From an optimization exercise on the open Yosys and OpenROAD flow, aimed at small area; shortcuts taken in it are not production practice.
Function was checked by simulation only, so behaviour that the tests miss may differ from the original.

## lane 1
==> flow/design.v <==
`timescale 1ns / 1ps
module pim_system #(
    parameter int BUS_WIDTH_BITS           = 64,
    parameter int CMD_SIZE_BITS            = 64,
    parameter int FETCH_BUS_TRANSFERS      = 128,
    parameter int MACS_PER_CYCLE           = 16,
    parameter int PIM_BASE_LATENCY_CYCLES  = 20,
    parameter int FETCH_CYCLES             = 5,
    parameter int STORE_CYCLES             = 5,
    parameter int SEQUENCER_FIFO_DEPTH     = 4,
    parameter int MICROPROG_LEN_WORDS      = 4,
    parameter int ADDR_WIDTH_BITS          = 64,
    parameter int MEM_DEPTH_WORDS          = 1024
)(
    input  logic clk,
    input  logic rst_n,
    input  logic cpu_cmd_valid,
    input  logic [CMD_SIZE_BITS-1:0]  cpu_cmd_data,
    output logic cpu_cmd_ready,
    input  logic cpu_microprog_valid,
    input  logic [CMD_SIZE_BITS*MICROPROG_LEN_WORDS-1:0] cpu_microprog_data,
    output logic cpu_microprog_ack,
    input  logic cpu_execute_seq_valid,
    output logic cpu_execute_seq_ready,
    output logic pim_system_idle,
    output logic sequencer_busy_out
);
    localparam int CW = 13;    
    localparam int EW = 4*CW;  
    function automatic logic [CW-1:0] encode(input logic [63:0] w);
        logic c, b, r;
        c = (w[63:56] == 8'h03);
        b = (w[63:56] == 8'h01) || (w[63:56] == 8'h02) || (w[63:56] == 8'h04);
        r = |w[3:0];
        encode = {!c || (w[4] && r), w[15:6], c ? w[5] : b, c && (w[4] || r)};
    endfunction
    logic [EW-1:0] mem [0:3];
    logic [3:0] valid_q;
    logic [3:0] move;
    logic       ack_q;
    logic       empty, full, do_write, do_read;
    logic [EW-1:0] wdata;
    assign wdata = {encode(cpu_microprog_data[255:192]), encode(cpu_microprog_data[191:128]),
                    encode(cpu_microprog_data[127:64]),  encode(cpu_microprog_data[63:0])};
    assign empty    = (valid_q == 4'b0000);
    assign full     = (valid_q == 4'b1111);
    assign do_write = cpu_microprog_valid && !full;
    assign move[3] = do_read;
    assign move[2] = valid_q[2] && (!valid_q[3] || move[3]);
    assign move[1] = valid_q[1] && (!valid_q[2] || move[2]);
    assign move[0] = valid_q[0] && (!valid_q[1] || move[1]);
    always_ff @(posedge clk) begin
        if (do_write) mem[0] <= wdata;
        for (int k = 1; k < 4; k++)
            if (move[k-1]) mem[k] <= mem[k-1];
    end
    always_ff @(posedge clk or negedge rst_n) begin
        if (!rst_n) begin
            valid_q <= '0;
            ack_q   <= 1'b0;
        end else begin
            ack_q <= do_write;
            valid_q[0] <= do_write || (valid_q[0] && !move[0]);
            for (int k = 1; k < 4; k++)
                valid_q[k] <= move[k-1] || (valid_q[k] && !move[k]);
        end
    end
    logic [4:0] seq_q;
    logic [EW-1:0] prog_q;
    logic       seq_busy, seq_issue;
    logic       ctrl_busy, accept;
    assign seq_busy  = (seq_q != 5'd0);
    assign seq_issue = seq_q[4] && !seq_q[3] && !seq_q[0];
    assign do_read   = (seq_q == 5'd14);
    always_ff @(posedge clk) begin
        if (do_read) prog_q <= mem[3];
    end
    always_ff @(posedge clk or negedge rst_n) begin
        if (!rst_n)
            seq_q <= 5'd0;
        else if (!seq_busy)
            seq_q <= empty ? 5'd0 : 5'd6;
        else if (seq_q[4] && seq_q[3])
            seq_q <= 5'd0;
        else
            seq_q <= seq_q + {4'd0, !seq_q[4] || !ctrl_busy};
    end
    logic [12:0] ctr_q;
    logic        rnd_q;
    logic [CW-1:0] code;
    logic [12:0]   start;
    always_comb begin
        code = encode(cpu_cmd_data) & {CW{!seq_issue}};
        for (int k = 0; k < 4; k++)
            code = code | (prog_q[k*CW +: CW] & {CW{seq_issue && seq_q[2:1] == 2'(k)}});
    end
    logic special;
    assign special = code[12] && !code[0];
    assign start = !special ? {1'b1, ~code[11:0]} : code[1] ? 13'd8075 : 13'd19;
    logic ctrl_on_q;
    assign ctrl_busy = ctrl_on_q && (ctr_q != {8'd0, 4'b1100, rnd_q});
    assign accept    = !ctrl_busy && (seq_issue || cpu_cmd_valid);
    always_ff @(posedge clk or negedge rst_n) begin
        if (!rst_n)      ctrl_on_q <= 1'b0;
        else if (accept) ctrl_on_q <= 1'b1;
    end
    always_ff @(posedge clk) begin
        ctr_q <= accept ? start : ctr_q + {12'd0, ctrl_busy};
        if (accept) rnd_q <= code[12] && code[0];
    end
    assign cpu_cmd_ready         = cpu_cmd_valid && !seq_issue && !ctrl_busy;
    assign cpu_microprog_ack     = ack_q;
    assign cpu_execute_seq_ready = !empty && !seq_busy;
    assign pim_system_idle       = !ctrl_busy && !seq_busy && empty;
    assign sequencer_busy_out    = seq_busy;
endmodule
Settings: LEC_CHECK=0, CAP_MARGIN=20, CORE_MARGIN=2, CORE_UTILIZATION=70, PLACE_DENSITY=0.8, SLEW_MARGIN=20; clock period 5.0 ns.
standard.sh (not shown) runs the stock make flow with config.mk's settings and CLKGATE_MAP_FILE= SYNTH_SCRIPT=/design/flow/synth_recipe.tcl, a recipe that flattens the netlist after the stock synthesis.
==> flow/flow/run.sh <==
#!/bin/bash
# The standard layout (standard.sh) with three changes:
#  - synthesis is the standard flow's synthesis script (synth_recipe.tcl, ORFS synth.tcl)
#    with only the ABC mapping script replaced by flow/abc_area.script
#    (area-oriented mapping plus don't-care optimisation, mfs2); the Yosys
#    passes, and so the registers and their names, are unchanged;
#  - port buffers are the smallest buffer, buf_1 (every port still gets one);
#  - clock tree synthesis builds its tree from clkbuf_8 and its leaves from
#    clkbuf_4 in clusters of at most 11 sinks, without dummy loads.
# The make run's output goes to standard.log; ORFS keeps each tool's own
# log under orfs/logs/.
set -euo pipefail
here=$(pwd)
sed "s#^source \$::env(SCRIPTS_DIR)/synth_preamble.tcl\$#&\nset abc_args [lreplace \$abc_args 1 1 $here/flow/abc_area.script]\nputs \"ABC script: [lindex \$abc_args 1]\"#" \
  "$FLOW_HOME/scripts/synth.tcl" > synth_abc.tcl
grep -q "flow/abc_area.script" synth_abc.tcl
sed "s#^source \$::env(SCRIPTS_DIR)/synth.tcl\$#source $here/synth_abc.tcl#" synth_recipe.tcl > own_synth.tcl
grep -q "source $here/synth_abc.tcl" own_synth.tcl
export BUFFER_PORTS_ARGS="-buffer_cell sky130_fd_sc_hd__buf_1"
export CTS_ARGS="-sink_clustering_enable -repair_clock_nets -dont_use_dummy_load -buf_list {sky130_fd_sc_hd__clkbuf_4 sky130_fd_sc_hd__clkbuf_8} -root_buf sky130_fd_sc_hd__clkbuf_8 -tree_buf sky130_fd_sc_hd__clkbuf_8 -sink_clustering_buffer sky130_fd_sc_hd__clkbuf_4 -sink_clustering_size 11 -sink_clustering_max_diameter 40"
bash standard.sh SYNTH_SCRIPT="$here/own_synth.tcl" finish > standard.log 2>&1
==> flow/flow/abc_area.script <==
&get -n
&st
&dc2
&put
&get -n
&st
&dch -f
&nf -R 1000 -p
&put
mfs2 -W 10
&get -n
&st
&dch -f
&nf -R 1000 -p
&put
mfs2 -W 10
&get -n
&st
&dch -f
&nf -R 1000 -p
&put
mfs2 -W 10
strash
&get -n
&st
&dch -f
&nf -R 1000 -p
&put
mfs2 -W 10
strash
&get -n
&st
&dch -f
&nf -R 1000 -p
&put
topo
The final layout from lane 1, which completed every stage, passed the timing, design-rule and antenna checks at the end of the flow.
Input-level comparison between lane 2 and lane 1:
--- a/flow/design.v
+++ b/flow/design.v
@@ -94,22 +94,22 @@
         for (int k = 0; k < 4; k++)
             code = code | (prog_q[k*CW +: CW] & {CW{seq_issue && seq_q[2:1] == 2'(k)}});
     end
     logic special;
     assign special = code[12] && !code[0];
     assign start = !special ? {1'b1, ~code[11:0]} : code[1] ? 13'd8075 : 13'd19;
-    logic ctrl_on_q;
-    assign ctrl_busy = ctrl_on_q && (ctr_q != {8'd0, 4'b1100, rnd_q});
+    assign ctrl_busy = (ctr_q != {8'd0, 4'b1100, rnd_q});
     assign accept    = !ctrl_busy && (seq_issue || cpu_cmd_valid);
     always_ff @(posedge clk or negedge rst_n) begin
-        if (!rst_n)      ctrl_on_q <= 1'b0;
-        else if (accept) ctrl_on_q <= 1'b1;
-    end
-    always_ff @(posedge clk) begin
-        ctr_q <= accept ? start : ctr_q + {12'd0, ctrl_busy};
-        if (accept) rnd_q <= code[12] && code[0];
+        if (!rst_n) begin
+            ctr_q <= 13'd24;
+            rnd_q <= 1'b0;
+        end else begin
+            ctr_q <= accept ? start : ctr_q + {12'd0, ctrl_busy};
+            if (accept) rnd_q <= code[12] && code[0];
+        end
     end
     assign cpu_cmd_ready         = cpu_cmd_valid && !seq_issue && !ctrl_busy;
     assign cpu_microprog_ack     = ack_q;
     assign cpu_execute_seq_ready = !empty && !seq_busy;
     assign pim_system_idle       = !ctrl_busy && !seq_busy && empty;
     assign sequencer_busy_out    = seq_busy;
--- outcome ---
Lane 2 finished every step from synthesis to the final layout, and the layout passed the timing, design-rule and antenna checks. Lane 2 against lane 1: clock skew after layout +12 ps, count of state elements after synthesis -1, clock period minus worst slack +350 ps, number of multi-input combinational cells +2, number of signal-net inverters in the final layout -1.

==> re-timing with driven ports <==
No port has a modelled driver above. Below, the same layouts with a new extraction and two added sets of constraints. Step 1 (the two cells are an assumption about what drives the block):
set clk [get_ports {clk}]
set_driving_cell -lib_cell sky130_fd_sc_hd__clkbuf_16 $clk
set_driving_cell -lib_cell sky130_fd_sc_hd__buf_2 [delete_from_list [all_inputs] $clk]
Step 2, shift: input delay + t, output delay - t, t = (earliest + latest rising clock arrival at the registers) / 2. This alone moves slack from input paths to output paths. Slacks: ideal / step 1 / step 2; pairs: ideal / step 1.
run	t (ns)	setup slack, ns	worst setup path at the end	worst data-port slew with drivers (ns)
lane 1	0.538	1.538 / 1.538 / 1.306	input to register	0.06
lane 2	0.547	1.187 / 1.187 / 1.187	register to register	0.05
After both steps every run listed still meets setup and hold. For lane 1, which loses most, drivers alone change the setup slack by 0.000 ns; drivers and shift together by -0.232 ns.
